From an optimization exercise on the open Yosys and OpenROAD flow, aimed at small area; shortcuts taken in it are not production practice.
In this exercise RTL edits were held to simulation tests only and were not proved equivalent to the original.
Power and IR drop assume default switching activity.

**design.v**
```verilog
module shiftReg # ( 
  parameter DATA_WIDTH = 16,
  parameter MAX_FANOUT = 256
) (
  clk,
  rst,
  ena,
  in_data,
  out_data
);
  input   wire                       clk;
  input   wire                       rst;
  input   wire                       ena;
  input   wire   [DATA_WIDTH-1:0]    in_data;
  output         [DATA_WIDTH-1:0]    out_data;
  reg [DATA_WIDTH-1:0] out_data;
  always @(posedge clk) begin
    if(rst) begin
      out_data <= 0;
    end else if(ena) begin
      out_data <= in_data;
    end 
  end
endmodule
module nBit_mLength_shiftRegister #(
  parameter DATA_WIDTH = 16,
  parameter DELAY_LENGTH = 1,
  parameter MAX_FANOUT = 256
) (
  clk,
  rst,
  ena,
  data_in,
  data_out
);
  input   wire                        clk;
  input   wire                        rst;
  input   wire                        ena;
  input   wire    [DATA_WIDTH-1:0]    data_in;
  output  wire    [DATA_WIDTH-1:0]    data_out;
  wire [DATA_WIDTH-1:0] shift_mem [0:DELAY_LENGTH+1];
  generate
    if(DELAY_LENGTH <= 0) begin
      assign data_out = data_in;
    end else begin
      assign data_out     = shift_mem[DELAY_LENGTH];
      assign shift_mem[0] = data_in;
    end
  endgenerate
  genvar i;
  generate
    for (i=0; i<DELAY_LENGTH; i=i+1) begin
      shiftReg # ( DATA_WIDTH, MAX_FANOUT ) PIPELINE_REG (
        .clk        (clk),
        .rst        (rst),
        .ena        (ena),
        .in_data    (shift_mem[i]),
        .out_data   (shift_mem[i+1])
      );
    end
  endgenerate
endmodule	
module bdot256 #(
  parameter DATA_WIDTH = 1,
  parameter ACCU_WIDTH = 32,
  parameter VECTOR_LENGTH = 256,
  parameter MULT_LATENCY = 3,
  parameter INPUT_DELAY = 1,
  parameter TREE_DELAY = 1,
  parameter OUT_DELAY = 1,
  parameter ROW_NUM = 1
) (
  input  wire         clk,
  input  wire         rst,
  input  wire         ena,
  input  wire [31:0]  acc_reg,
  input  wire [255:0] a_in,
  input  wire [255:0] b_in,
  output wire [31:0]  result
);
  wire en = ena & ~rst;
  wire [255:0] x = a_in ~^ b_in;
  wire fs0 = x[0] ^ x[100] ^ x[101];
  wire fc0 = (x[0] & x[100]) | (x[0] & x[101]) | (x[100] & x[101]);
  wire fs1 = x[102] ^ x[103] ^ x[104];
  wire fc1 = (x[102] & x[103]) | (x[102] & x[104]) | (x[103] & x[104]);
  wire fs2 = x[105] ^ x[106] ^ x[107];
  wire fc2 = (x[105] & x[106]) | (x[105] & x[107]) | (x[106] & x[107]);
  wire fs3 = x[108] ^ x[109] ^ x[10];
  wire fc3 = (x[108] & x[109]) | (x[108] & x[10]) | (x[109] & x[10]);
  wire fs4 = x[110] ^ x[111] ^ x[112];
  wire fc4 = (x[110] & x[111]) | (x[110] & x[112]) | (x[111] & x[112]);
  wire fs5 = x[113] ^ x[114] ^ x[115];
  wire fc5 = (x[113] & x[114]) | (x[113] & x[115]) | (x[114] & x[115]);
  wire fs6 = x[116] ^ x[117] ^ x[118];
  wire fc6 = (x[116] & x[117]) | (x[116] & x[118]) | (x[117] & x[118]);
  wire fs7 = x[119] ^ x[11] ^ x[120];
  wire fc7 = (x[119] & x[11]) | (x[119] & x[120]) | (x[11] & x[120]);
  wire fs8 = x[121] ^ x[122] ^ x[123];
  wire fc8 = (x[121] & x[122]) | (x[121] & x[123]) | (x[122] & x[123]);
  wire fs9 = x[124] ^ x[125] ^ x[126];
  wire fc9 = (x[124] & x[125]) | (x[124] & x[126]) | (x[125] & x[126]);
  wire fs10 = x[127] ^ x[128] ^ x[129];
  wire fc10 = (x[127] & x[128]) | (x[127] & x[129]) | (x[128] & x[129]);
  wire fs11 = x[12] ^ x[130] ^ x[131];
  wire fc11 = (x[12] & x[130]) | (x[12] & x[131]) | (x[130] & x[131]);
  wire fs12 = x[132] ^ x[133] ^ x[134];
  wire fc12 = (x[132] & x[133]) | (x[132] & x[134]) | (x[133] & x[134]);
  wire fs13 = x[135] ^ x[136] ^ x[137];
  wire fc13 = (x[135] & x[136]) | (x[135] & x[137]) | (x[136] & x[137]);
  wire fs14 = x[138] ^ x[139] ^ x[13];
  wire fc14 = (x[138] & x[139]) | (x[138] & x[13]) | (x[139] & x[13]);
  wire fs15 = x[140] ^ x[141] ^ x[142];
  wire fc15 = (x[140] & x[141]) | (x[140] & x[142]) | (x[141] & x[142]);
  wire fs16 = x[143] ^ x[144] ^ x[145];
  wire fc16 = (x[143] & x[144]) | (x[143] & x[145]) | (x[144] & x[145]);
  wire fs17 = x[146] ^ x[147] ^ x[148];
  wire fc17 = (x[146] & x[147]) | (x[146] & x[148]) | (x[147] & x[148]);
  wire fs18 = x[149] ^ x[14] ^ x[150];
  wire fc18 = (x[149] & x[14]) | (x[149] & x[150]) | (x[14] & x[150]);
  wire fs19 = x[151] ^ x[152] ^ x[153];
  wire fc19 = (x[151] & x[152]) | (x[151] & x[153]) | (x[152] & x[153]);
  wire fs20 = x[154] ^ x[155] ^ x[156];
  wire fc20 = (x[154] & x[155]) | (x[154] & x[156]) | (x[155] & x[156]);
  wire fs21 = x[157] ^ x[158] ^ x[159];
  wire fc21 = (x[157] & x[158]) | (x[157] & x[159]) | (x[158] & x[159]);
  wire fs22 = x[15] ^ x[160] ^ x[161];
  wire fc22 = (x[15] & x[160]) | (x[15] & x[161]) | (x[160] & x[161]);
  wire fs23 = x[162] ^ x[163] ^ x[164];
  wire fc23 = (x[162] & x[163]) | (x[162] & x[164]) | (x[163] & x[164]);
  wire fs24 = x[165] ^ x[166] ^ x[167];
  wire fc24 = (x[165] & x[166]) | (x[165] & x[167]) | (x[166] & x[167]);
  wire fs25 = x[168] ^ x[169] ^ x[16];
  wire fc25 = (x[168] & x[169]) | (x[168] & x[16]) | (x[169] & x[16]);
  wire fs26 = x[170] ^ x[171] ^ x[172];
  wire fc26 = (x[170] & x[171]) | (x[170] & x[172]) | (x[171] & x[172]);
  wire fs27 = x[173] ^ x[174] ^ x[175];
  wire fc27 = (x[173] & x[174]) | (x[173] & x[175]) | (x[174] & x[175]);
  wire fs28 = x[176] ^ x[177] ^ x[178];
  wire fc28 = (x[176] & x[177]) | (x[176] & x[178]) | (x[177] & x[178]);
  wire fs29 = x[179] ^ x[17] ^ x[180];
  wire fc29 = (x[179] & x[17]) | (x[179] & x[180]) | (x[17] & x[180]);
  wire fs30 = x[181] ^ x[182] ^ x[183];
  wire fc30 = (x[181] & x[182]) | (x[181] & x[183]) | (x[182] & x[183]);
  wire fs31 = x[184] ^ x[185] ^ x[186];
  wire fc31 = (x[184] & x[185]) | (x[184] & x[186]) | (x[185] & x[186]);
  wire fs32 = x[187] ^ x[188] ^ x[189];
  wire fc32 = (x[187] & x[188]) | (x[187] & x[189]) | (x[188] & x[189]);
  wire fs33 = x[18] ^ x[190] ^ x[191];
  wire fc33 = (x[18] & x[190]) | (x[18] & x[191]) | (x[190] & x[191]);
  wire fs34 = x[192] ^ x[193] ^ x[194];
  wire fc34 = (x[192] & x[193]) | (x[192] & x[194]) | (x[193] & x[194]);
  wire fs35 = x[195] ^ x[196] ^ x[197];
  wire fc35 = (x[195] & x[196]) | (x[195] & x[197]) | (x[196] & x[197]);
  wire fs36 = x[198] ^ x[199] ^ x[19];
  wire fc36 = (x[198] & x[199]) | (x[198] & x[19]) | (x[199] & x[19]);
  wire fs37 = x[1] ^ x[200] ^ x[201];
  wire fc37 = (x[1] & x[200]) | (x[1] & x[201]) | (x[200] & x[201]);
  wire fs38 = x[202] ^ x[203] ^ x[204];
  wire fc38 = (x[202] & x[203]) | (x[202] & x[204]) | (x[203] & x[204]);
  wire fs39 = x[205] ^ x[206] ^ x[207];
  wire fc39 = (x[205] & x[206]) | (x[205] & x[207]) | (x[206] & x[207]);
  wire fs40 = x[208] ^ x[209] ^ x[20];
  wire fc40 = (x[208] & x[209]) | (x[208] & x[20]) | (x[209] & x[20]);
  wire fs41 = x[210] ^ x[211] ^ x[212];
  wire fc41 = (x[210] & x[211]) | (x[210] & x[212]) | (x[211] & x[212]);
  wire fs42 = x[213] ^ x[214] ^ x[215];
  wire fc42 = (x[213] & x[214]) | (x[213] & x[215]) | (x[214] & x[215]);
  wire fs43 = x[216] ^ x[217] ^ x[218];
  wire fc43 = (x[216] & x[217]) | (x[216] & x[218]) | (x[217] & x[218]);
  wire fs44 = x[219] ^ x[21] ^ x[220];
  wire fc44 = (x[219] & x[21]) | (x[219] & x[220]) | (x[21] & x[220]);
  wire fs45 = x[221] ^ x[222] ^ x[223];
  wire fc45 = (x[221] & x[222]) | (x[221] & x[223]) | (x[222] & x[223]);
  wire fs46 = x[224] ^ x[225] ^ x[226];
  wire fc46 = (x[224] & x[225]) | (x[224] & x[226]) | (x[225] & x[226]);
  wire fs47 = x[227] ^ x[228] ^ x[229];
  wire fc47 = (x[227] & x[228]) | (x[227] & x[229]) | (x[228] & x[229]);
  wire fs48 = x[22] ^ x[230] ^ x[231];
  wire fc48 = (x[22] & x[230]) | (x[22] & x[231]) | (x[230] & x[231]);
  wire fs49 = x[232] ^ x[233] ^ x[234];
  wire fc49 = (x[232] & x[233]) | (x[232] & x[234]) | (x[233] & x[234]);
  wire fs50 = x[235] ^ x[236] ^ x[237];
  wire fc50 = (x[235] & x[236]) | (x[235] & x[237]) | (x[236] & x[237]);
  wire fs51 = x[238] ^ x[239] ^ x[23];
  wire fc51 = (x[238] & x[239]) | (x[238] & x[23]) | (x[239] & x[23]);
  wire fs52 = x[240] ^ x[241] ^ x[242];
  wire fc52 = (x[240] & x[241]) | (x[240] & x[242]) | (x[241] & x[242]);
  wire fs53 = x[243] ^ x[244] ^ x[245];
  wire fc53 = (x[243] & x[244]) | (x[243] & x[245]) | (x[244] & x[245]);
  wire fs54 = x[246] ^ x[247] ^ x[248];
  wire fc54 = (x[246] & x[247]) | (x[246] & x[248]) | (x[247] & x[248]);
  wire fs55 = x[249] ^ x[24] ^ x[250];
  wire fc55 = (x[249] & x[24]) | (x[249] & x[250]) | (x[24] & x[250]);
  wire fs56 = x[251] ^ x[252] ^ x[253];
  wire fc56 = (x[251] & x[252]) | (x[251] & x[253]) | (x[252] & x[253]);
  wire fs57 = x[254] ^ x[255] ^ x[25];
  wire fc57 = (x[254] & x[255]) | (x[254] & x[25]) | (x[255] & x[25]);
  wire fs58 = x[26] ^ x[27] ^ x[28];
  wire fc58 = (x[26] & x[27]) | (x[26] & x[28]) | (x[27] & x[28]);
  wire fs59 = x[29] ^ x[2] ^ x[30];
  wire fc59 = (x[29] & x[2]) | (x[29] & x[30]) | (x[2] & x[30]);
  wire fs60 = x[31] ^ x[32] ^ x[33];
  wire fc60 = (x[31] & x[32]) | (x[31] & x[33]) | (x[32] & x[33]);
  wire fs61 = x[34] ^ x[35] ^ x[36];
  wire fc61 = (x[34] & x[35]) | (x[34] & x[36]) | (x[35] & x[36]);
  wire fs62 = x[37] ^ x[38] ^ x[39];
  wire fc62 = (x[37] & x[38]) | (x[37] & x[39]) | (x[38] & x[39]);
  wire fs63 = x[3] ^ x[40] ^ x[41];
  wire fc63 = (x[3] & x[40]) | (x[3] & x[41]) | (x[40] & x[41]);
  wire fs64 = x[42] ^ x[43] ^ x[44];
  wire fc64 = (x[42] & x[43]) | (x[42] & x[44]) | (x[43] & x[44]);
  wire fs65 = x[45] ^ x[46] ^ x[47];
  wire fc65 = (x[45] & x[46]) | (x[45] & x[47]) | (x[46] & x[47]);
  wire fs66 = x[48] ^ x[49] ^ x[4];
  wire fc66 = (x[48] & x[49]) | (x[48] & x[4]) | (x[49] & x[4]);
  wire fs67 = x[50] ^ x[51] ^ x[52];
  wire fc67 = (x[50] & x[51]) | (x[50] & x[52]) | (x[51] & x[52]);
  wire fs68 = x[53] ^ x[54] ^ x[55];
  wire fc68 = (x[53] & x[54]) | (x[53] & x[55]) | (x[54] & x[55]);
  wire fs69 = x[56] ^ x[57] ^ x[58];
  wire fc69 = (x[56] & x[57]) | (x[56] & x[58]) | (x[57] & x[58]);
  wire fs70 = x[59] ^ x[5] ^ x[60];
  wire fc70 = (x[59] & x[5]) | (x[59] & x[60]) | (x[5] & x[60]);
  wire fs71 = x[61] ^ x[62] ^ x[63];
  wire fc71 = (x[61] & x[62]) | (x[61] & x[63]) | (x[62] & x[63]);
  wire fs72 = x[64] ^ x[65] ^ x[66];
  wire fc72 = (x[64] & x[65]) | (x[64] & x[66]) | (x[65] & x[66]);
  wire fs73 = x[67] ^ x[68] ^ x[69];
  wire fc73 = (x[67] & x[68]) | (x[67] & x[69]) | (x[68] & x[69]);
  wire fs74 = x[6] ^ x[70] ^ x[71];
  wire fc74 = (x[6] & x[70]) | (x[6] & x[71]) | (x[70] & x[71]);
  wire fs75 = x[72] ^ x[73] ^ x[74];
  wire fc75 = (x[72] & x[73]) | (x[72] & x[74]) | (x[73] & x[74]);
  wire fs76 = x[75] ^ x[76] ^ x[77];
  wire fc76 = (x[75] & x[76]) | (x[75] & x[77]) | (x[76] & x[77]);
  wire fs77 = x[78] ^ x[79] ^ x[7];
  wire fc77 = (x[78] & x[79]) | (x[78] & x[7]) | (x[79] & x[7]);
  wire fs78 = x[80] ^ x[81] ^ x[82];
  wire fc78 = (x[80] & x[81]) | (x[80] & x[82]) | (x[81] & x[82]);
  wire fs79 = x[83] ^ x[84] ^ x[85];
  wire fc79 = (x[83] & x[84]) | (x[83] & x[85]) | (x[84] & x[85]);
  wire fs80 = x[86] ^ x[87] ^ x[88];
  wire fc80 = (x[86] & x[87]) | (x[86] & x[88]) | (x[87] & x[88]);
  wire fs81 = x[89] ^ x[8] ^ x[90];
  wire fc81 = (x[89] & x[8]) | (x[89] & x[90]) | (x[8] & x[90]);
  wire fs82 = x[91] ^ x[92] ^ x[93];
  wire fc82 = (x[91] & x[92]) | (x[91] & x[93]) | (x[92] & x[93]);
  wire fs83 = x[94] ^ x[95] ^ x[96];
  wire fc83 = (x[94] & x[95]) | (x[94] & x[96]) | (x[95] & x[96]);
  wire fs84 = x[97] ^ x[98] ^ x[99];
  wire fc84 = (x[97] & x[98]) | (x[97] & x[99]) | (x[98] & x[99]);
  wire fs85 = x[9] ^ fs0 ^ fs1;
  wire fc85 = (x[9] & fs0) | (x[9] & fs1) | (fs0 & fs1);
  wire fs86 = fs10 ^ fs11 ^ fs12;
  wire fc86 = (fs10 & fs11) | (fs10 & fs12) | (fs11 & fs12);
  wire fs87 = fs13 ^ fs14 ^ fs15;
  wire fc87 = (fs13 & fs14) | (fs13 & fs15) | (fs14 & fs15);
  wire fs88 = fs16 ^ fs17 ^ fs18;
  wire fc88 = (fs16 & fs17) | (fs16 & fs18) | (fs17 & fs18);
  wire fs89 = fs19 ^ fs2 ^ fs20;
  wire fc89 = (fs19 & fs2) | (fs19 & fs20) | (fs2 & fs20);
  wire fs90 = fs21 ^ fs22 ^ fs23;
  wire fc90 = (fs21 & fs22) | (fs21 & fs23) | (fs22 & fs23);
  wire fs91 = fs24 ^ fs25 ^ fs26;
  wire fc91 = (fs24 & fs25) | (fs24 & fs26) | (fs25 & fs26);
  wire fs92 = fs27 ^ fs28 ^ fs29;
  wire fc92 = (fs27 & fs28) | (fs27 & fs29) | (fs28 & fs29);
  wire fs93 = fs3 ^ fs30 ^ fs31;
  wire fc93 = (fs3 & fs30) | (fs3 & fs31) | (fs30 & fs31);
  wire fs94 = fs32 ^ fs33 ^ fs34;
  wire fc94 = (fs32 & fs33) | (fs32 & fs34) | (fs33 & fs34);
  wire fs95 = fs35 ^ fs36 ^ fs37;
  wire fc95 = (fs35 & fs36) | (fs35 & fs37) | (fs36 & fs37);
  wire fs96 = fs38 ^ fs39 ^ fs4;
  wire fc96 = (fs38 & fs39) | (fs38 & fs4) | (fs39 & fs4);
  wire fs97 = fs40 ^ fs41 ^ fs42;
  wire fc97 = (fs40 & fs41) | (fs40 & fs42) | (fs41 & fs42);
  wire fs98 = fs43 ^ fs44 ^ fs45;
  wire fc98 = (fs43 & fs44) | (fs43 & fs45) | (fs44 & fs45);
  wire fs99 = fs46 ^ fs47 ^ fs48;
  wire fc99 = (fs46 & fs47) | (fs46 & fs48) | (fs47 & fs48);
  wire fs100 = fs49 ^ fs5 ^ fs50;
  wire fc100 = (fs49 & fs5) | (fs49 & fs50) | (fs5 & fs50);
  wire fs101 = fs51 ^ fs52 ^ fs53;
  wire fc101 = (fs51 & fs52) | (fs51 & fs53) | (fs52 & fs53);
  wire fs102 = fs54 ^ fs55 ^ fs56;
  wire fc102 = (fs54 & fs55) | (fs54 & fs56) | (fs55 & fs56);
  wire fs103 = fs57 ^ fs58 ^ fs59;
  wire fc103 = (fs57 & fs58) | (fs57 & fs59) | (fs58 & fs59);
  wire fs104 = fs6 ^ fs60 ^ fs61;
  wire fc104 = (fs6 & fs60) | (fs6 & fs61) | (fs60 & fs61);
  wire fs105 = fs62 ^ fs63 ^ fs64;
  wire fc105 = (fs62 & fs63) | (fs62 & fs64) | (fs63 & fs64);
  wire fs106 = fs65 ^ fs66 ^ fs67;
  wire fc106 = (fs65 & fs66) | (fs65 & fs67) | (fs66 & fs67);
  wire fs107 = fs68 ^ fs69 ^ fs7;
  wire fc107 = (fs68 & fs69) | (fs68 & fs7) | (fs69 & fs7);
  wire fs108 = fs70 ^ fs71 ^ fs72;
  wire fc108 = (fs70 & fs71) | (fs70 & fs72) | (fs71 & fs72);
  wire fs109 = fs73 ^ fs74 ^ fs75;
  wire fc109 = (fs73 & fs74) | (fs73 & fs75) | (fs74 & fs75);
  wire fs110 = fs76 ^ fs77 ^ fs78;
  wire fc110 = (fs76 & fs77) | (fs76 & fs78) | (fs77 & fs78);
  wire fs111 = fs79 ^ fs8 ^ fs80;
  wire fc111 = (fs79 & fs8) | (fs79 & fs80) | (fs8 & fs80);
  wire fs112 = fs81 ^ fs82 ^ fs83;
  wire fc112 = (fs81 & fs82) | (fs81 & fs83) | (fs82 & fs83);
  wire fs113 = fs84 ^ fs9 ^ fs100;
  wire fc113 = (fs84 & fs9) | (fs84 & fs100) | (fs9 & fs100);
  wire fs114 = fs101 ^ fs102 ^ fs103;
  wire fc114 = (fs101 & fs102) | (fs101 & fs103) | (fs102 & fs103);
  wire fs115 = fs104 ^ fs105 ^ fs106;
  wire fc115 = (fs104 & fs105) | (fs104 & fs106) | (fs105 & fs106);
  wire fs116 = fs107 ^ fs108 ^ fs109;
  wire fc116 = (fs107 & fs108) | (fs107 & fs109) | (fs108 & fs109);
  wire fs117 = fs110 ^ fs111 ^ fs112;
  wire fc117 = (fs110 & fs111) | (fs110 & fs112) | (fs111 & fs112);
  wire fs118 = fs85 ^ fs86 ^ fs87;
  wire fc118 = (fs85 & fs86) | (fs85 & fs87) | (fs86 & fs87);
  wire fs119 = fs88 ^ fs89 ^ fs90;
  wire fc119 = (fs88 & fs89) | (fs88 & fs90) | (fs89 & fs90);
  wire fs120 = fs91 ^ fs92 ^ fs93;
  wire fc120 = (fs91 & fs92) | (fs91 & fs93) | (fs92 & fs93);
  wire fs121 = fs94 ^ fs95 ^ fs96;
  wire fc121 = (fs94 & fs95) | (fs94 & fs96) | (fs95 & fs96);
  wire fs122 = fs97 ^ fs98 ^ fs99;
  wire fc122 = (fs97 & fs98) | (fs97 & fs99) | (fs98 & fs99);
  wire fs123 = fs113 ^ fs114 ^ fs115;
  wire fc123 = (fs113 & fs114) | (fs113 & fs115) | (fs114 & fs115);
  wire fs124 = fs116 ^ fs117 ^ fs118;
  wire fc124 = (fs116 & fs117) | (fs116 & fs118) | (fs117 & fs118);
  wire fs125 = fs119 ^ fs120 ^ fs121;
  wire fc125 = (fs119 & fs120) | (fs119 & fs121) | (fs120 & fs121);
  wire fs126 = fs122 ^ fs123 ^ fs124;
  wire fc126 = (fs122 & fs123) | (fs122 & fs124) | (fs123 & fs124);
  wire fs127 = fc0 ^ fc1 ^ fc10;
  wire fc127 = (fc0 & fc1) | (fc0 & fc10) | (fc1 & fc10);
  wire fs128 = fc11 ^ fc12 ^ fc13;
  wire fc128 = (fc11 & fc12) | (fc11 & fc13) | (fc12 & fc13);
  wire fs129 = fc14 ^ fc15 ^ fc16;
  wire fc129 = (fc14 & fc15) | (fc14 & fc16) | (fc15 & fc16);
  wire fs130 = fc17 ^ fc18 ^ fc19;
  wire fc130 = (fc17 & fc18) | (fc17 & fc19) | (fc18 & fc19);
  wire fs131 = fc2 ^ fc20 ^ fc21;
  wire fc131 = (fc2 & fc20) | (fc2 & fc21) | (fc20 & fc21);
  wire fs132 = fc22 ^ fc23 ^ fc24;
  wire fc132 = (fc22 & fc23) | (fc22 & fc24) | (fc23 & fc24);
  wire fs133 = fc25 ^ fc26 ^ fc27;
  wire fc133 = (fc25 & fc26) | (fc25 & fc27) | (fc26 & fc27);
  wire fs134 = fc28 ^ fc29 ^ fc3;
  wire fc134 = (fc28 & fc29) | (fc28 & fc3) | (fc29 & fc3);
  wire fs135 = fc30 ^ fc31 ^ fc32;
  wire fc135 = (fc30 & fc31) | (fc30 & fc32) | (fc31 & fc32);
  wire fs136 = fc33 ^ fc34 ^ fc35;
  wire fc136 = (fc33 & fc34) | (fc33 & fc35) | (fc34 & fc35);
  wire fs137 = fc36 ^ fc37 ^ fc38;
  wire fc137 = (fc36 & fc37) | (fc36 & fc38) | (fc37 & fc38);
  wire fs138 = fc39 ^ fc4 ^ fc40;
  wire fc138 = (fc39 & fc4) | (fc39 & fc40) | (fc4 & fc40);
  wire fs139 = fc41 ^ fc42 ^ fc43;
  wire fc139 = (fc41 & fc42) | (fc41 & fc43) | (fc42 & fc43);
  wire fs140 = fc44 ^ fc45 ^ fc46;
  wire fc140 = (fc44 & fc45) | (fc44 & fc46) | (fc45 & fc46);
  wire fs141 = fc47 ^ fc48 ^ fc49;
  wire fc141 = (fc47 & fc48) | (fc47 & fc49) | (fc48 & fc49);
  wire fs142 = fc5 ^ fc50 ^ fc51;
  wire fc142 = (fc5 & fc50) | (fc5 & fc51) | (fc50 & fc51);
  wire fs143 = fc52 ^ fc53 ^ fc54;
  wire fc143 = (fc52 & fc53) | (fc52 & fc54) | (fc53 & fc54);
  wire fs144 = fc55 ^ fc56 ^ fc57;
  wire fc144 = (fc55 & fc56) | (fc55 & fc57) | (fc56 & fc57);
  wire fs145 = fc58 ^ fc59 ^ fc6;
  wire fc145 = (fc58 & fc59) | (fc58 & fc6) | (fc59 & fc6);
  wire fs146 = fc60 ^ fc61 ^ fc62;
  wire fc146 = (fc60 & fc61) | (fc60 & fc62) | (fc61 & fc62);
  wire fs147 = fc63 ^ fc64 ^ fc65;
  wire fc147 = (fc63 & fc64) | (fc63 & fc65) | (fc64 & fc65);
  wire fs148 = fc66 ^ fc67 ^ fc68;
  wire fc148 = (fc66 & fc67) | (fc66 & fc68) | (fc67 & fc68);
  wire fs149 = fc69 ^ fc7 ^ fc70;
  wire fc149 = (fc69 & fc7) | (fc69 & fc70) | (fc7 & fc70);
  wire fs150 = fc71 ^ fc72 ^ fc73;
  wire fc150 = (fc71 & fc72) | (fc71 & fc73) | (fc72 & fc73);
  wire fs151 = fc74 ^ fc75 ^ fc76;
  wire fc151 = (fc74 & fc75) | (fc74 & fc76) | (fc75 & fc76);
  wire fs152 = fc77 ^ fc78 ^ fc79;
  wire fc152 = (fc77 & fc78) | (fc77 & fc79) | (fc78 & fc79);
  wire fs153 = fc8 ^ fc80 ^ fc81;
  wire fc153 = (fc8 & fc80) | (fc8 & fc81) | (fc80 & fc81);
  wire fs154 = fc82 ^ fc83 ^ fc84;
  wire fc154 = (fc82 & fc83) | (fc82 & fc84) | (fc83 & fc84);
  wire fs155 = fc9 ^ fc100 ^ fc101;
  wire fc155 = (fc9 & fc100) | (fc9 & fc101) | (fc100 & fc101);
  wire fs156 = fc102 ^ fc103 ^ fc104;
  wire fc156 = (fc102 & fc103) | (fc102 & fc104) | (fc103 & fc104);
  wire fs157 = fc105 ^ fc106 ^ fc107;
  wire fc157 = (fc105 & fc106) | (fc105 & fc107) | (fc106 & fc107);
  wire fs158 = fc108 ^ fc109 ^ fc110;
  wire fc158 = (fc108 & fc109) | (fc108 & fc110) | (fc109 & fc110);
  wire fs159 = fc111 ^ fc112 ^ fc85;
  wire fc159 = (fc111 & fc112) | (fc111 & fc85) | (fc112 & fc85);
  wire fs160 = fc86 ^ fc87 ^ fc88;
  wire fc160 = (fc86 & fc87) | (fc86 & fc88) | (fc87 & fc88);
  wire fs161 = fc89 ^ fc90 ^ fc91;
  wire fc161 = (fc89 & fc90) | (fc89 & fc91) | (fc90 & fc91);
  wire fs162 = fc92 ^ fc93 ^ fc94;
  wire fc162 = (fc92 & fc93) | (fc92 & fc94) | (fc93 & fc94);
  wire fs163 = fc95 ^ fc96 ^ fc97;
  wire fc163 = (fc95 & fc96) | (fc95 & fc97) | (fc96 & fc97);
  wire fs164 = fc98 ^ fc99 ^ fs127;
  wire fc164 = (fc98 & fc99) | (fc98 & fs127) | (fc99 & fs127);
  wire fs165 = fs128 ^ fs129 ^ fs130;
  wire fc165 = (fs128 & fs129) | (fs128 & fs130) | (fs129 & fs130);
  wire fs166 = fs131 ^ fs132 ^ fs133;
  wire fc166 = (fs131 & fs132) | (fs131 & fs133) | (fs132 & fs133);
  wire fs167 = fs134 ^ fs135 ^ fs136;
  wire fc167 = (fs134 & fs135) | (fs134 & fs136) | (fs135 & fs136);
  wire fs168 = fs137 ^ fs138 ^ fs139;
  wire fc168 = (fs137 & fs138) | (fs137 & fs139) | (fs138 & fs139);
  wire fs169 = fs140 ^ fs141 ^ fs142;
  wire fc169 = (fs140 & fs141) | (fs140 & fs142) | (fs141 & fs142);
  wire fs170 = fs143 ^ fs144 ^ fs145;
  wire fc170 = (fs143 & fs144) | (fs143 & fs145) | (fs144 & fs145);
  wire fs171 = fs146 ^ fs147 ^ fs148;
  wire fc171 = (fs146 & fs147) | (fs146 & fs148) | (fs147 & fs148);
  wire fs172 = fs149 ^ fs150 ^ fs151;
  wire fc172 = (fs149 & fs150) | (fs149 & fs151) | (fs150 & fs151);
  wire fs173 = fs152 ^ fs153 ^ fs154;
  wire fc173 = (fs152 & fs153) | (fs152 & fs154) | (fs153 & fs154);
  wire fs174 = fc113 ^ fc114 ^ fc115;
  wire fc174 = (fc113 & fc114) | (fc113 & fc115) | (fc114 & fc115);
  wire fs175 = fc116 ^ fc117 ^ fc118;
  wire fc175 = (fc116 & fc117) | (fc116 & fc118) | (fc117 & fc118);
  wire fs176 = fc119 ^ fc120 ^ fc121;
  wire fc176 = (fc119 & fc120) | (fc119 & fc121) | (fc120 & fc121);
  wire fs177 = fc122 ^ fs155 ^ fs156;
  wire fc177 = (fc122 & fs155) | (fc122 & fs156) | (fs155 & fs156);
  wire fs178 = fs157 ^ fs158 ^ fs159;
  wire fc178 = (fs157 & fs158) | (fs157 & fs159) | (fs158 & fs159);
  wire fs179 = fs160 ^ fs161 ^ fs162;
  wire fc179 = (fs160 & fs161) | (fs160 & fs162) | (fs161 & fs162);
  wire fs180 = fs163 ^ fs164 ^ fs165;
  wire fc180 = (fs163 & fs164) | (fs163 & fs165) | (fs164 & fs165);
  wire fs181 = fs166 ^ fs167 ^ fs168;
  wire fc181 = (fs166 & fs167) | (fs166 & fs168) | (fs167 & fs168);
  wire fs182 = fs169 ^ fs170 ^ fs171;
  wire fc182 = (fs169 & fs170) | (fs169 & fs171) | (fs170 & fs171);
  wire fs183 = fs172 ^ fs173 ^ fc123;
  wire fc183 = (fs172 & fs173) | (fs172 & fc123) | (fs173 & fc123);
  wire fs184 = fc124 ^ fc125 ^ fs174;
  wire fc184 = (fc124 & fc125) | (fc124 & fs174) | (fc125 & fs174);
  wire fs185 = fs175 ^ fs176 ^ fs177;
  wire fc185 = (fs175 & fs176) | (fs175 & fs177) | (fs176 & fs177);
  wire fs186 = fs178 ^ fs179 ^ fs180;
  wire fc186 = (fs178 & fs179) | (fs178 & fs180) | (fs179 & fs180);
  wire fs187 = fs181 ^ fs182 ^ fc126;
  wire fc187 = (fs181 & fs182) | (fs181 & fc126) | (fs182 & fc126);
  wire fs188 = fs183 ^ fs184 ^ fs185;
  wire fc188 = (fs183 & fs184) | (fs183 & fs185) | (fs184 & fs185);
  wire fs189 = fs186 ^ fs187 ^ fs188;
  wire fc189 = (fs186 & fs187) | (fs186 & fs188) | (fs187 & fs188);
  wire fs190 = fc127 ^ fc128 ^ fc129;
  wire fc190 = (fc127 & fc128) | (fc127 & fc129) | (fc128 & fc129);
  wire fs191 = fc130 ^ fc131 ^ fc132;
  wire fc191 = (fc130 & fc131) | (fc130 & fc132) | (fc131 & fc132);
  wire fs192 = fc133 ^ fc134 ^ fc135;
  wire fc192 = (fc133 & fc134) | (fc133 & fc135) | (fc134 & fc135);
  wire fs193 = fc136 ^ fc137 ^ fc138;
  wire fc193 = (fc136 & fc137) | (fc136 & fc138) | (fc137 & fc138);
  wire fs194 = fc139 ^ fc140 ^ fc141;
  wire fc194 = (fc139 & fc140) | (fc139 & fc141) | (fc140 & fc141);
  wire fs195 = fc142 ^ fc143 ^ fc144;
  wire fc195 = (fc142 & fc143) | (fc142 & fc144) | (fc143 & fc144);
  wire fs196 = fc145 ^ fc146 ^ fc147;
  wire fc196 = (fc145 & fc146) | (fc145 & fc147) | (fc146 & fc147);
  wire fs197 = fc148 ^ fc149 ^ fc150;
  wire fc197 = (fc148 & fc149) | (fc148 & fc150) | (fc149 & fc150);
  wire fs198 = fc151 ^ fc152 ^ fc153;
  wire fc198 = (fc151 & fc152) | (fc151 & fc153) | (fc152 & fc153);
  wire fs199 = fc154 ^ fc155 ^ fc156;
  wire fc199 = (fc154 & fc155) | (fc154 & fc156) | (fc155 & fc156);
  wire fs200 = fc157 ^ fc158 ^ fc159;
  wire fc200 = (fc157 & fc158) | (fc157 & fc159) | (fc158 & fc159);
  wire fs201 = fc160 ^ fc161 ^ fc162;
  wire fc201 = (fc160 & fc161) | (fc160 & fc162) | (fc161 & fc162);
  wire fs202 = fc163 ^ fc164 ^ fc165;
  wire fc202 = (fc163 & fc164) | (fc163 & fc165) | (fc164 & fc165);
  wire fs203 = fc166 ^ fc167 ^ fc168;
  wire fc203 = (fc166 & fc167) | (fc166 & fc168) | (fc167 & fc168);
  wire fs204 = fc169 ^ fc170 ^ fc171;
  wire fc204 = (fc169 & fc170) | (fc169 & fc171) | (fc170 & fc171);
  wire fs205 = fc172 ^ fc173 ^ fs190;
  wire fc205 = (fc172 & fc173) | (fc172 & fs190) | (fc173 & fs190);
  wire fs206 = fs191 ^ fs192 ^ fs193;
  wire fc206 = (fs191 & fs192) | (fs191 & fs193) | (fs192 & fs193);
  wire fs207 = fs194 ^ fs195 ^ fs196;
  wire fc207 = (fs194 & fs195) | (fs194 & fs196) | (fs195 & fs196);
  wire fs208 = fs197 ^ fs198 ^ fc174;
  wire fc208 = (fs197 & fs198) | (fs197 & fc174) | (fs198 & fc174);
  wire fs209 = fc175 ^ fc176 ^ fc177;
  wire fc209 = (fc175 & fc176) | (fc175 & fc177) | (fc176 & fc177);
  wire fs210 = fc178 ^ fc179 ^ fc180;
  wire fc210 = (fc178 & fc179) | (fc178 & fc180) | (fc179 & fc180);
  wire fs211 = fc181 ^ fc182 ^ fs199;
  wire fc211 = (fc181 & fc182) | (fc181 & fs199) | (fc182 & fs199);
  wire fs212 = fs200 ^ fs201 ^ fs202;
  wire fc212 = (fs200 & fs201) | (fs200 & fs202) | (fs201 & fs202);
  wire fs213 = fs203 ^ fs204 ^ fs205;
  wire fc213 = (fs203 & fs204) | (fs203 & fs205) | (fs204 & fs205);
  wire fs214 = fs206 ^ fs207 ^ fc183;
  wire fc214 = (fs206 & fs207) | (fs206 & fc183) | (fs207 & fc183);
  wire fs215 = fc184 ^ fc185 ^ fc186;
  wire fc215 = (fc184 & fc185) | (fc184 & fc186) | (fc185 & fc186);
  wire fs216 = fs208 ^ fs209 ^ fs210;
  wire fc216 = (fs208 & fs209) | (fs208 & fs210) | (fs209 & fs210);
  wire fs217 = fs211 ^ fs212 ^ fs213;
  wire fc217 = (fs211 & fs212) | (fs211 & fs213) | (fs212 & fs213);
  wire fs218 = fs214 ^ fs215 ^ fs216;
  wire fc218 = (fs214 & fs215) | (fs214 & fs216) | (fs215 & fs216);
  wire fs219 = fs217 ^ fc187 ^ fc188;
  wire fc219 = (fs217 & fc187) | (fs217 & fc188) | (fc187 & fc188);
  wire fs220 = fc190 ^ fc191 ^ fc192;
  wire fc220 = (fc190 & fc191) | (fc190 & fc192) | (fc191 & fc192);
  wire fs221 = fc193 ^ fc194 ^ fc195;
  wire fc221 = (fc193 & fc194) | (fc193 & fc195) | (fc194 & fc195);
  wire fs222 = fc196 ^ fc197 ^ fc198;
  wire fc222 = (fc196 & fc197) | (fc196 & fc198) | (fc197 & fc198);
  wire fs223 = fc199 ^ fc200 ^ fc201;
  wire fc223 = (fc199 & fc200) | (fc199 & fc201) | (fc200 & fc201);
  wire fs224 = fc202 ^ fc203 ^ fc204;
  wire fc224 = (fc202 & fc203) | (fc202 & fc204) | (fc203 & fc204);
  wire fs225 = fc205 ^ fc206 ^ fc207;
  wire fc225 = (fc205 & fc206) | (fc205 & fc207) | (fc206 & fc207);
  wire fs226 = fs220 ^ fs221 ^ fs222;
  wire fc226 = (fs220 & fs221) | (fs220 & fs222) | (fs221 & fs222);
  wire fs227 = fc208 ^ fc209 ^ fc210;
  wire fc227 = (fc208 & fc209) | (fc208 & fc210) | (fc209 & fc210);
  wire fs228 = fc211 ^ fc212 ^ fc213;
  wire fc228 = (fc211 & fc212) | (fc211 & fc213) | (fc212 & fc213);
  wire fs229 = fs223 ^ fs224 ^ fs225;
  wire fc229 = (fs223 & fs224) | (fs223 & fs225) | (fs224 & fs225);
  wire fs230 = fs226 ^ fc214 ^ fc215;
  wire fc230 = (fs226 & fc214) | (fs226 & fc215) | (fc214 & fc215);
  wire fs231 = fc216 ^ fc217 ^ fs227;
  wire fc231 = (fc216 & fc217) | (fc216 & fs227) | (fc217 & fs227);
  wire fs232 = fc220 ^ fc221 ^ fc222;
  wire fc232 = (fc220 & fc221) | (fc220 & fc222) | (fc221 & fc222);
  wire fs233 = fc223 ^ fc224 ^ fc225;
  wire fc233 = (fc223 & fc224) | (fc223 & fc225) | (fc224 & fc225);
  wire fs234 = fc226 ^ fs232 ^ fc227;
  wire fc234 = (fc226 & fs232) | (fc226 & fc227) | (fs232 & fc227);
  wire fs235 = fc228 ^ fc229 ^ fs233;
  wire fc235 = (fc228 & fc229) | (fc228 & fs233) | (fc229 & fs233);
  reg [19:0] pa;
  always @(posedge clk) if (en) pa <= {fc235, fc234, fc233, fc232, fs235, fs234, fc231, fc230, fs231, fs230, fc219, fc218, fs229, fs228, fs219, fc189, fs218, fs189, fs126, fs125};
  wire fs236 = pa[10] ^ pa[11];
  wire fc236 = pa[10] & pa[11];
  wire fs237 = pa[6] ^ pa[7] ^ pa[8];
  wire fc237 = (pa[6] & pa[7]) | (pa[6] & pa[8]) | (pa[7] & pa[8]);
  wire fs238 = pa[12] ^ pa[13] ^ pa[14];
  wire fc238 = (pa[12] & pa[13]) | (pa[12] & pa[14]) | (pa[13] & pa[14]);
  wire fs239 = pa[15] ^ fc236;
  wire fc239 = pa[15] & fc236;
  wire fs240 = pa[16] ^ pa[17] ^ pa[18];
  wire fc240 = (pa[16] & pa[17]) | (pa[16] & pa[18]) | (pa[17] & pa[18]);
  wire fs241 = pa[19] ^ acc_reg[6];
  wire fc241 = pa[19] & acc_reg[6];
  wire fs242 = pa[3] ^ pa[4];
  wire fc242 = pa[3] & pa[4];
  wire fs243 = pa[9] ^ fs236 ^ fs237;
  wire fc243 = (pa[9] & fs236) | (pa[9] & fs237) | (fs236 & fs237);
  wire fs244 = fc237 ^ fs238 ^ fs239;
  wire fc244 = (fc237 & fs238) | (fc237 & fs239) | (fs238 & fs239);
  wire fs245 = fc238 ^ fc239 ^ fs240;
  wire fc245 = (fc238 & fc239) | (fc238 & fs240) | (fc239 & fs240);
  wire fs246 = fc240 ^ acc_reg[7];
  wire fc246 = fc240 & acc_reg[7];
  wire fs247 = pa[0] ^ pa[1];
  wire fc247 = pa[0] & pa[1];
  wire fs248 = pa[2] ^ acc_reg[2];
  wire fc248 = pa[2] & acc_reg[2];
  wire fs249 = pa[5] ^ fs242 ^ acc_reg[3];
  wire fc249 = (pa[5] & fs242) | (pa[5] & acc_reg[3]) | (fs242 & acc_reg[3]);
  wire fs250 = fc242 ^ acc_reg[4] ^ fs243;
  wire fc250 = (fc242 & acc_reg[4]) | (fc242 & fs243) | (acc_reg[4] & fs243);
  wire fs251 = acc_reg[5] ^ fc243 ^ fs244;
  wire fc251 = (acc_reg[5] & fc243) | (acc_reg[5] & fs244) | (fc243 & fs244);
  wire fs252 = fc244 ^ fs245 ^ fs241;
  wire fc252 = (fc244 & fs245) | (fc244 & fs241) | (fs245 & fs241);
  wire fs253 = fc245 ^ fc241 ^ fs246;
  wire fc253 = (fc245 & fc241) | (fc245 & fs246) | (fc241 & fs246);
  wire fs254 = ~(acc_reg[8] ^ fc246);
  wire fc254 = acc_reg[8] | fc246;
  wire fs255 = acc_reg[9] ^ 1'b1;
  wire fc255 = acc_reg[9] & 1'b1;
  wire fs256 = acc_reg[10] ^ 1'b1;
  wire fc256 = acc_reg[10] & 1'b1;
  wire [11:0] sx = {1'b0, fc256, fc255, fs255, fc253, fc252, fc251, fc250, fc249, fc248, fc247, fs247};
  wire [11:0] sy = {1'b0, 1'b0, fs256, fc254, fs254, fs253, fs252, fs251, fs250, fs249, fs248, acc_reg[1]};
  wire [11:0] s = sx + sy;               
  wire [20:0] hi = acc_reg[31:11];
  wire inc = s[11];
  wire dec = ~s[11] & ~s[10];
  wire [20:0] hi_ones, hi_zeros;
  genvar j;
  generate for (j = 0; j <= 20; j = j + 1) begin : g_hi
    if (j == 0) begin : g0
      assign hi_ones[j] = 1'b1;
      assign hi_zeros[j] = 1'b1;
    end else begin : gj
      assign hi_ones[j] = &hi[j-1:0];
      assign hi_zeros[j] = ~|hi[j-1:0];
    end
  end endgenerate
  wire [20:0] hi_new = hi ^ (({21{inc}} & hi_ones) | ({21{dec}} & hi_zeros));
  wire [31:0] r1 = {hi_new, s[9:0], acc_reg[0]};
  reg [31:0] d1, d2, d3, d4, d5, d6, d7, d8;
  always @(posedge clk) if (en) begin
    d1 <= r1; d2 <= d1; d3 <= d2; d4 <= d3;
    d5 <= d4; d6 <= d5; d7 <= d6; d8 <= d7;
  end
  assign result = d8;
endmodule
```
**flow/run.sh**
```bash
#!/bin/bash
# Standard ORFS layout (the standard.sh) with these changes:
#  - Yosys's generic synth pass runs with -noabc, so its internal ABC pre-mapping does not
#    scramble the polarity of the full-adder logic before extract_fa (fewer inverters);
#  - the port buffers that buffer_ports inserts on every input and output are buf_1;
#  - clock tree: clkbuf_8 buffers, sink clusters of up to 18 flip-flops, no dummy loads;
#  - the largest buffers and inverters are added to the platform's don't-use list, so the
#    enable net's buffer tree is built from smaller buffers;
#  - synthesis runs flow/synth.tcl: synth_recipe.tcl with a delay-relaxed ABC mapping script.
set -euo pipefail
DU="sky130_fd_sc_hd__probe_p_8 sky130_fd_sc_hd__probec_p_8 sky130_fd_sc_hd__lpflow_bleeder_1 sky130_fd_sc_hd__lpflow_clkbufkapwr_1 sky130_fd_sc_hd__lpflow_clkbufkapwr_16 sky130_fd_sc_hd__lpflow_clkbufkapwr_2 sky130_fd_sc_hd__lpflow_clkbufkapwr_4 sky130_fd_sc_hd__lpflow_clkbufkapwr_8 sky130_fd_sc_hd__lpflow_clkinvkapwr_1 sky130_fd_sc_hd__lpflow_clkinvkapwr_16 sky130_fd_sc_hd__lpflow_clkinvkapwr_2 sky130_fd_sc_hd__lpflow_clkinvkapwr_4 sky130_fd_sc_hd__lpflow_clkinvkapwr_8 sky130_fd_sc_hd__lpflow_decapkapwr_12 sky130_fd_sc_hd__lpflow_decapkapwr_3 sky130_fd_sc_hd__lpflow_decapkapwr_4 sky130_fd_sc_hd__lpflow_decapkapwr_6 sky130_fd_sc_hd__lpflow_decapkapwr_8 sky130_fd_sc_hd__lpflow_inputiso0n_1 sky130_fd_sc_hd__lpflow_inputiso0p_1 sky130_fd_sc_hd__lpflow_inputiso1n_1 sky130_fd_sc_hd__lpflow_inputiso1p_1 sky130_fd_sc_hd__lpflow_inputisolatch_1 sky130_fd_sc_hd__lpflow_isobufsrc_1 sky130_fd_sc_hd__lpflow_isobufsrc_16 sky130_fd_sc_hd__lpflow_isobufsrc_2 sky130_fd_sc_hd__lpflow_isobufsrc_4 sky130_fd_sc_hd__lpflow_isobufsrc_8 sky130_fd_sc_hd__lpflow_isobufsrckapwr_16 sky130_fd_sc_hd__lpflow_lsbuf_lh_hl_isowell_tap_1 sky130_fd_sc_hd__lpflow_lsbuf_lh_hl_isowell_tap_2 sky130_fd_sc_hd__lpflow_lsbuf_lh_hl_isowell_tap_4 sky130_fd_sc_hd__lpflow_lsbuf_lh_isowell_4 sky130_fd_sc_hd__lpflow_lsbuf_lh_isowell_tap_1 sky130_fd_sc_hd__lpflow_lsbuf_lh_isowell_tap_2 sky130_fd_sc_hd__lpflow_lsbuf_lh_isowell_tap_4"
DU="$DU sky130_fd_sc_hd__buf_6 sky130_fd_sc_hd__buf_8 sky130_fd_sc_hd__buf_12 sky130_fd_sc_hd__buf_16 sky130_fd_sc_hd__bufbuf_8 sky130_fd_sc_hd__bufbuf_16 sky130_fd_sc_hd__bufinv_8 sky130_fd_sc_hd__bufinv_16 sky130_fd_sc_hd__inv_12 sky130_fd_sc_hd__inv_16"
export FLOW_ABC_SCRIPT="$PWD/flow/abc_speed_relaxed.script"
bash standard.sh "SYNTH_ARGS=-noabc" "SYNTH_SCRIPT=$PWD/flow/synth.tcl" \
  "BUFFER_PORTS_ARGS=-buffer_cell sky130_fd_sc_hd__buf_1" \
  "CTS_ARGS=-sink_clustering_enable -repair_clock_nets -dont_use_dummy_load -buf_list sky130_fd_sc_hd__clkbuf_8 -sink_clustering_size 18 -sink_clustering_max_diameter 100" \
  "DONT_USE_CELLS=$DU" \
  finish > standard.log 2>&1
```
**flow/abc_speed_relaxed.script**
```
&get -n
&st
&dch
&nf -R 50
&st
&syn2
&if -g -K 6
&synch2
&nf -R 50
&st
&syn2
&if -g -K 6
&synch2
&nf -R 50
&st
&syn2
&if -g -K 6
&synch2
&nf -R 50
&st
&syn2
&if -g -K 6
&synch2
&nf -R 50
&st
&syn2
&if -g -K 6
&synch2
&nf -R 50
&put
buffer -c
topo
stime -c
upsize -c
dnsize -c
```
**flow/synth.tcl**
```tcl
# The standard flow's synth_recipe.tcl, with ORFS's ABC mapping script swapped for
# flow/abc_speed_relaxed.script (ORFS's abc_speed.script with "&nf -R 50": the
# mapper may trade up to 50% of the best delay for area).
proc synth {args} { yosys synth -nofsm -noshare {*}$args }
proc abc {args} {
  set i [lsearch -exact $args -script]
  if {$i >= 0} { lset args [expr {$i + 1}] $::env(FLOW_ABC_SCRIPT) }
  yosys abc {*}$args
}
source $::env(SCRIPTS_DIR)/synth.tcl
# left out here: clear keep_hierarchy, flatten, clean up, hide names made inside functions, write 1_2_yosys.v
```
**standard.sh**
```bash
#!/bin/bash
# synth_recipe.tcl (not shown) runs the flow's synth.tcl, then flattens the netlist and writes it again
# the make line also repeats each setting of config.mk as NAME=value (left out here)
make -C /OpenROAD-flow-scripts/flow DESIGN_CONFIG=/design/flow/config.mk WORK_HOME=/design/flow/orfs CLKGATE_MAP_FILE= SYNTH_SCRIPT=/design/flow/synth_recipe.tcl "${@:-finish}"
```
**config.mk**
```make
export PLATFORM = sky130hd
export DESIGN_NAME = bdot256
export DESIGN_NICKNAME = bdot256
export VERILOG_FILES = /design/flow/design.v
export SDC_FILE = /design/flow/constraint.sdc
export NUM_CORES = 4
export LEC_CHECK = 0
export CAP_MARGIN = 20
export CORE_MARGIN = 2
export CORE_UTILIZATION = 55
export GPL_TIMING_DRIVEN = 0
export PLACE_DENSITY = 0.7
export SLEW_MARGIN = 20
```
**constraint.sdc**
```tcl
create_clock -name core_clock -period 5.0 [get_ports {clk}]
set_input_delay 1.0000 -clock core_clock [delete_from_list [all_inputs] [get_ports {clk}]]
set_output_delay 1.0000 -clock core_clock [all_outputs]
set_load 0.01 [all_outputs]
```
==> qor.csv, run 1 <==
stage,metric,value,unit
clock_tree,CTS buffer count,19,
synth,Post-synth top cells,"276 x edfxtp_1, 272 x xnor2_1, 248 x fa_1",
synth,Synth Warn #,1,
grt,gr usage total,33.2,%
routing,DR iter-0 viols,1033,
synth,Yosys cell types,40,
setup_path,Critical path origin,a_in[12],
power_and_ir_drop,total power,15.7,mW
sta,Slew @ Worst Pin,0.709,ns
placement,Port Buffer Count,574,
floorplan,# IOs,579,
grt,number of global-route vias before repair,10460,
sta,Layout Skew,0.0186,ns
synth,top post-synthesis cells by area,"edfxtp_1 50%, fa_1 30%, xnor2_1 14%",
sta,final hold vios,0,
synth,cell accounting for the most synthesized area,edfxtp_1,
min_path,WHS Endpoint,d3[23],
floorplan,core area,0.0297,mm2
routing,routed vias/inst,5.22,
placement,Placed Cells,1916,
outcome,outcome,no timing/DRC/antenna violations,
sta,final setup TNS,0,ns
setup_path,Worst EP required,5.25,ns
synth,Synth Area per Inst,17.7,um2
floorplan,full die area,0.0317,mm2
sta,post-route clock period utilization,98.2,%
grt,GR Overflow Total,0,
routing,vias,10275,
setup_path,R2R setup slack,0.48,ns
floorplan,initial core utilization,56.0,%
synth,Mapped Cells,942,
setup_path,critical path class,in -> reg,
clock_tree,clk latency of the worst-skew pair,0.51,ns
setup_path,CP endpoint kind,flop,
grt,initial antenna violation count,41,
placement,routability cong.,1.04,
floorplan,Die Ht,178,um
setup_path,Critical Path AT,5.16,ns
clock_tree,CTS tree,done,
routing,Routed WL,51200,um
setup_path,Startpoint Class,input port,
synth,Seq cells post-synth,276,
clock_tree,clock slew at reported path FFs,0.11,ns
sta,Slew headroom,52.4,%
routing,total iterations of the first detailed-routing run,5,
min_path,hold path depth,0,
floorplan,# rows,63,
routing,DRC,0,
layout,"Design Area, Final",0.0197,mm2
synth,"EDFF count, synth",276,
layout,Layout Cells excl Fill,1968,
power_and_ir_drop,Max IR drop VDD,0.00115,V
synth,"Top FF cell, synth",edfxtp_1,
sta,Fmax,204,MHz
synth,sequential share of the synthesized area,49.8,%
layout,share of layout cells above drive strength 1,2.65,%
sta,Pins Over Slew Limit,0,
layout,nets,2361,
placement,hpwl dp,46100,um
power_and_ir_drop,Pleak,6.31,nW
run,Max-Cap Viols,0,
clock_tree,Max Root-Sink Buffers,3,
synth,Synth Net Count,1756,
power_and_ir_drop,power density cells,795,mW/mm2
synth,Post-Syn Area,0.0166,mm2
clock_tree,# H-tree levels,1,
min_path,HP Class,reg -> reg,
sta,post-route minimum period,4.91,ns
setup_path,crit-path max FO,1,
synth,most frequent cell after synthesis,edfxtp_1,
routing,antenna-violating nets left,0,
sta,Worst Hold Slack,0.414,ns
sta,Setup-failing EPs final,0,
grt,largest net degree at the start of global routing,33,
clock_tree,clock root cell,clkbuf_8,
placement,Post-Place Worst Slack,-0.429,ns
synth,Synth top area share,49.8,%
grt,first-pass GRT wire length,70500,um
clock_tree,Sink Count,276,
clock_tree,Hold Buf Count CTS,0,
layout,"Core Util, Final",66.4,%
routing,Avg WL per Cell,26.0,um
synth,post-synthesis async set-or-reset flop share,0,%
setup_path,reg2reg end,d1[31],
setup_path,Reg2Reg Depth,14,
layout,synth-to-layout area growth,18.5,%
placement,Post-Place Cell Area,0.0194,mm2
min_path,Hold Path Origin,d2[23],
floorplan,DIE WIDTH,178,um
setup_path,RR Startpoint,pa[6],
sta,unrepaired setup endpoints after global routing,false,
sta,final setup margin,0.0891,ns
sequential cells by signal (all words and copies together), names as in the netlist:
| signal | cells |
|---|---|
| d7 | 32 |
| d5 | 32 |
| d3 | 32 |
| d2 | 32 |
| d1 | 32 |
| d8 | 32 |
| d4 | 32 |
| pa | 20 |
| d6 | 32 |
cells in the final DEF, fill, tap and decap left out, types with 5 or more instances in the layout:
cell type,Yosys,routed
fa_1,248,248
a21oi_1,10,10
buf_1,0,574
edfxtp_1,276,276
o21ai_1,5,5
nand3_1,7,7
o21ai_0,5,5
xor2_1,13,13
ha_1,19,19
xnor2_1,272,271
inv_1,9,9
diode_2,0,33
nand2_1,11,11
clkbuf_8,0,19
nor3_1,6,6
buf_4,1,11
nand4_1,5,5
nor2_1,16,16
timing repair:
action	CTS	global route
gates resized for setup	0	1
setup endpoints to repair	0	2
setup buffers	0	0
critical path: stages:
cell	delay (ns)
buf_1	0.08
xnor2_1	0.58
fa_1	0.54
fa_1	0.44
fa_1	0.47
fa_1	0.61
fa_1	0.45
fa_1	0.57
fa_1	0.42
metal layers:
| metal | global-route usage, % | vias up | wire [um] |
|---|---|---|---|
| met4 | 10.7 | 20 | 1540 |
| met5 | 0 | - | 122 |
| met1 | 46.4 | 5120 | 19600 |
| li1 | - | 4463 | - |
| met3 | 10.9 | 94 | 6040 |
| met2 | 49.7 | 578 | 24000 |
power breakdown:
part | total (mW) | leakage (nW) | switching [mW] | internal, mW
Clock | 0.970 | 0.137 | 0.625 | 0.344
Sequential | 3.91 | 2.59 | 0.0748 | 3.83
Combinational | 10.8 | 3.58 | 5.76 | 5.05
Total | 15.7 | 6.31 | 6.46 | 9.22
logic make-up after synthesis:
group           synth area share (%)
xor+xnor                        15.0
simple gates                    2.08
flops                           49.8
fa+ha+maj                       31.3
mux                           0.0602
compound gates                  1.45
buf+inv                        0.346
worst max-delay path by stage:
stage	slack, ns	endpoint	cells after the start
2_1_floorplan	-0.56	d1[0]	1
3_3_place_gp	-1.88	d1[20]	2
3_5_place_dp	-0.43	pa[5]	9
4_1_cts	0.11	pa[5]	9
5_1_grt	0.03	pa[5]	9
6_report	0.09	pa[5]	9
final cells by class:
| class | count | area [um2] |
|---|---|---|
| Multi-Input combinational cell | 652 | 8310 |
| Tap cell | 390 | 488 |
| Antenna cell | 33 | 82.6 |
| Sequential cell | 276 | 8290 |
| Fill cell | 2227 | 10000 |
| Timing Repair Buffer | 584 | 2230 |
| Inverter | 9 | 33.8 |
| Buffer | 5 | 23.8 |
| Clock buffer | 19 | 262 |
==> inputs of run 2 (changes only) <==
==> flow/abc_speed_relaxed.script (replaced) <==
&get -n
&st
&dch
&nf -R 100
&st
&syn2
&if -g -K 6
&synch2
&nf -R 100
&st
&syn2
&if -g -K 6
&synch2
&nf -R 100
&st
&syn2
&if -g -K 6
&synch2
&nf -R 100
&st
&syn2
&if -g -K 6
&synch2
&nf -R 100
&st
&syn2
&if -g -K 6
&synch2
&nf -R 100
&put
dnsize -c
--- a/flow/synth.tcl
+++ b/flow/synth.tcl
@@ -1,6 +1,6 @@
 # The standard flow's synth_recipe.tcl, with ORFS's ABC mapping script swapped for
-# flow/abc_speed_relaxed.script (ORFS's abc_speed.script with "&nf -R 50": the
-# mapper may trade up to 50% of the best delay for area).
+# flow/abc_speed_relaxed.script (ORFS's abc_speed.script with "&nf -R 100" and without its final
+# buffer and upsize steps: the mapper may trade up to 100% of the best delay for area).
 proc synth {args} { yosys synth -nofsm -noshare {*}$args }
 proc abc {args} {
   set i [lsearch -exact $args -script]
==> qor.csv, run 2 <==
stage,metric,value,unit
layout,synth-to-layout area growth,18.5,%
synth,XOR/XNOR share of the synthesized area,15.1,%
synth,post-synthesis async set-or-reset flop share,0,%
layout,fillers,2309,
sta,Layout Skew,0.0645,ns
routing,Avg WL per Cell,25.8,um
synth,"EDFF count, synth",276,
floorplan,core area,0.0296,mm2
synth,Synth top area share,50.1,%
setup_path,critical path class,in -> reg,
layout,"commonest non-fill, non-tap cell in the layout",buf_1,
clock_tree,# H-tree levels,1,
layout,share of layout cells above drive strength 1,2.01,%
synth,top post-synthesis cells by area,"edfxtp_1 50%, fa_1 30%, xnor2_1 14%",
synth,cell accounting for the most synthesized area,edfxtp_1,
layout,Layout Cells excl Fill,1955,
min_path,Hold Path Origin,d1[28],
synth,sequential share of the synthesized area,50.1,%
sta,unrepaired setup endpoints after global routing,false,
floorplan,# rows,63,
setup_path,crit-path max FO,1,
grt,largest net degree at the start of global routing,32,
setup_path,Startpoint Class,input port,
layout,nets,2358,
grt,gr usage total,32.5,%
power_and_ir_drop,power density cells,800,mW/mm2
clock_tree,post-CTS setup buffers,0,
sta,post-route clock period utilization,97.4,%
floorplan,Die Ht,177,um
layout,multi-input logic area,0.00824,mm2
synth,Synth Net Count,1749,
synth,Mapped Cells,935,
setup_path,R2R setup slack,0.31,ns
routing,DRC,0,
grt,initial antenna violation count,38,
sta,post-route minimum period,4.87,ns
sta,Setup-failing EPs final,0,
sta,Slew headroom,54.7,%
floorplan,# IOs,579,
synth,most frequent cell after synthesis,edfxtp_1,
floorplan,initial core utilization,55.8,%
layout,FF+latch area,0.00829,mm2
clock_tree,Hold Buf Count CTS,0,
synth,combinational family with the most area after synthesis,adder cells,
placement,Post-Place Cell Area,0.0193,mm2
setup_path,Critical Path AT,5.13,ns
setup_path,reg2reg end,d1[31],
sta,final hold vios,0,
clock_tree,Max Root-Sink Buffers,3,
clock_tree,clock root cell,clkbuf_8,
power_and_ir_drop,Pleak,6.27,nW
layout,most frequent cells in the layout,"578 x buf_1, 276 x edfxtp_1, 271 x xnor2_1, 248 x fa_1",
sta,Worst Hold Slack,0.382,ns
grt,first-pass GRT wire length,69200,um
placement,hpwl dp,45500,um
synth,post-synthesis mux area share,0.121,%
routing,Routed WL,50400,um
layout,"Design Area, Final",0.0196,mm2
setup_path,Worst EP required,5.26,ns
floorplan,DIE WIDTH,177,um
synth,area share of fa/ha/maj cells after synthesis,31.4,%
routing,vias,10242,
synth,Post-Syn Area,0.0166,mm2
run,Max-Cap Viols,0,
synth,Compound-Gate Fraction of Synth Area,1.24,%
outcome,outcome,no timing/DRC/antenna violations,
sta,Fmax,205,MHz
clock_tree,CTS buffer count,19,
setup_path,CP endpoint kind,flop,
min_path,WHS Endpoint,d2[28],
synth,Synth Area per Inst,17.7,um2
placement,Placed Cells,1913,
sta,Pins Over Slew Limit,0,
placement,Port Buffer Count,578,
synth,Seq cells post-synth,276,
routing,total iterations of the first detailed-routing run,5,
power_and_ir_drop,total power,15.7,mW
synth,Synth Warn #,1,
grt,number of global-route vias before repair,10626,
synth,Post-Synth Simple-Gate Area,1.79,%
placement,routability cong.,1.05,
min_path,HP Class,reg -> reg,
setup_path,RR Startpoint,pa[12],
clock_tree,Sink Count,276,
routing,antenna-violating nets left,0,
setup_path,Reg2Reg Depth,15,
grt,GR Overflow Total,0,
clock_tree,clock slew at reported path FFs,0.11,ns
synth,Post-synth top cells,"276 x edfxtp_1, 272 x xnor2_1, 248 x fa_1",
routing,routed vias/inst,5.24,
sta,Slew @ Worst Pin,0.674,ns
clock_tree,CTS tree,done,
min_path,hold path depth,0,
synth,"Top FF cell, synth",edfxtp_1,
clock_tree,post_cts resized,0,
synth,Yosys cell types,29,
clock_tree,clk latency of the worst-skew pair,0.55,ns
floorplan,full die area,0.0315,mm2
power_and_ir_drop,Max IR drop VDD,0.00135,V
routing,DR iter-0 viols,913,
==> run 2: cell types whose count changed after synthesis, moves of 2 or more <==
cell / previous run / this run
nor2b_1: 2 / 4
nor4_1: 0 / 2
o21ai_0: 5 / 10
nand2_1: 11 / 15
clkbuf_1: 3 / 0
clkinv_1: 0 / 9
o21ai_1: 5 / 0
nand3_1: 7 / 4
inv_1: 9 / 0
nor3_1: 6 / 9
nor2_1: 16 / 14
==> run 2: stage by stage <==
stage	setup TNS [ns]	utilization (%)	setup WS [ns]
after global placement	-515.51	64.8	-1.88
after CTS	0	66.0	0.101
after global routing	0	66.1	0.0774
after detailed placement	-4.36	65.1	-0.445
final	0	66.2	0.132
after floorplan	-154.85	-	-0.561
==> run 2: cell families (layout without fill, tap and decap cells) <==
family	count (synthesis)	count (layout)
compound gates	34	34
xor+xnor	286	286
mux	2	2
simple gates	61	61
buf+inv	9	616
other cells	0	23
fa+ha+maj	267	267
flops	276	276
==> run 2: how the worst max path moves through the flow <==
stage	cells past startpoint	start	to
after detailed placement	9	a_in[11]	pa[3]
final	9	a_in[49]	pa[2]
after floorplan	1	ena	d1[0]
after global placement	2	ena	d1[22]
after global routing	9	a_in[183]	pa[5]
after CTS	9	a_in[11]	pa[3]
==> run 2: critical path, stage by stage <==
cell,delay (ns)
buf_1,0.09
xnor2_1,0.46
fa_1,0.57
fa_1,0.55
fa_1,0.46
fa_1,0.43
fa_1,0.56
fa_1,0.58
fa_1,0.41
==> run 2: layer usage <==
layer | share of wire [%] | global-route usage (%)
met1 | 38 | 44.8
met2 | 48 | 49.7
met3 | 11 | 9.47
met4 | 2.6 | 11.9
met5 | 0.18 | 0
==> run 2: power breakdown <==
part,switching [mW],leakage (nW),total (mW),internal [mW]
sequential,0.0743,2.59,3.93,3.85
combinational,5.77,3.54,10.8,5.03
clock,0.625,0.137,0.969,0.344
total,6.47,6.27,15.7,9.23
==> run 2: area by class of cell <==
cell class | count | share of cell area [%]
diodes | 23 | 0.293
clock buffers | 19 | 1.33
inverters | 9 | 0.172
multi-input cells | 650 | 42.0
flip-flops and latches | 276 | 42.2
well taps | 390 | 2.49
repair buffers | 588 | 11.4

==> static timing again, ports no longer ideal <==
The results above use ideal ports. As a check the final layouts listed here were re-extracted and re-timed, cells and wires unchanged. Step 1 assumes that a clkbuf_16 drives the clock port and a buf_2 every other input. Step 2 times the ports against the registers' clock, not the clock port: input delays grow and output delays shrink by t, the midpoint of the rising clock arrivals with the driver on. Three values: ideal ports, drivers, drivers and shift; two values: the first two.
run	shift t [ns]	slack for setup (ns)	worst setup path at the end	worst slew at a driven data input, ns
run 1	0.544	0.089 / 0.109 / -0.435	input to register	0.27
run 2	0.560	0.132 / 0.155 / -0.405	input to register	0.23
Met with ideal ports but missed after step 2: setup timing in run 1 and run 2. For run 2, which loses most, drivers alone change the setup slack by +0.023 ns; drivers and shift together by -0.537 ns.
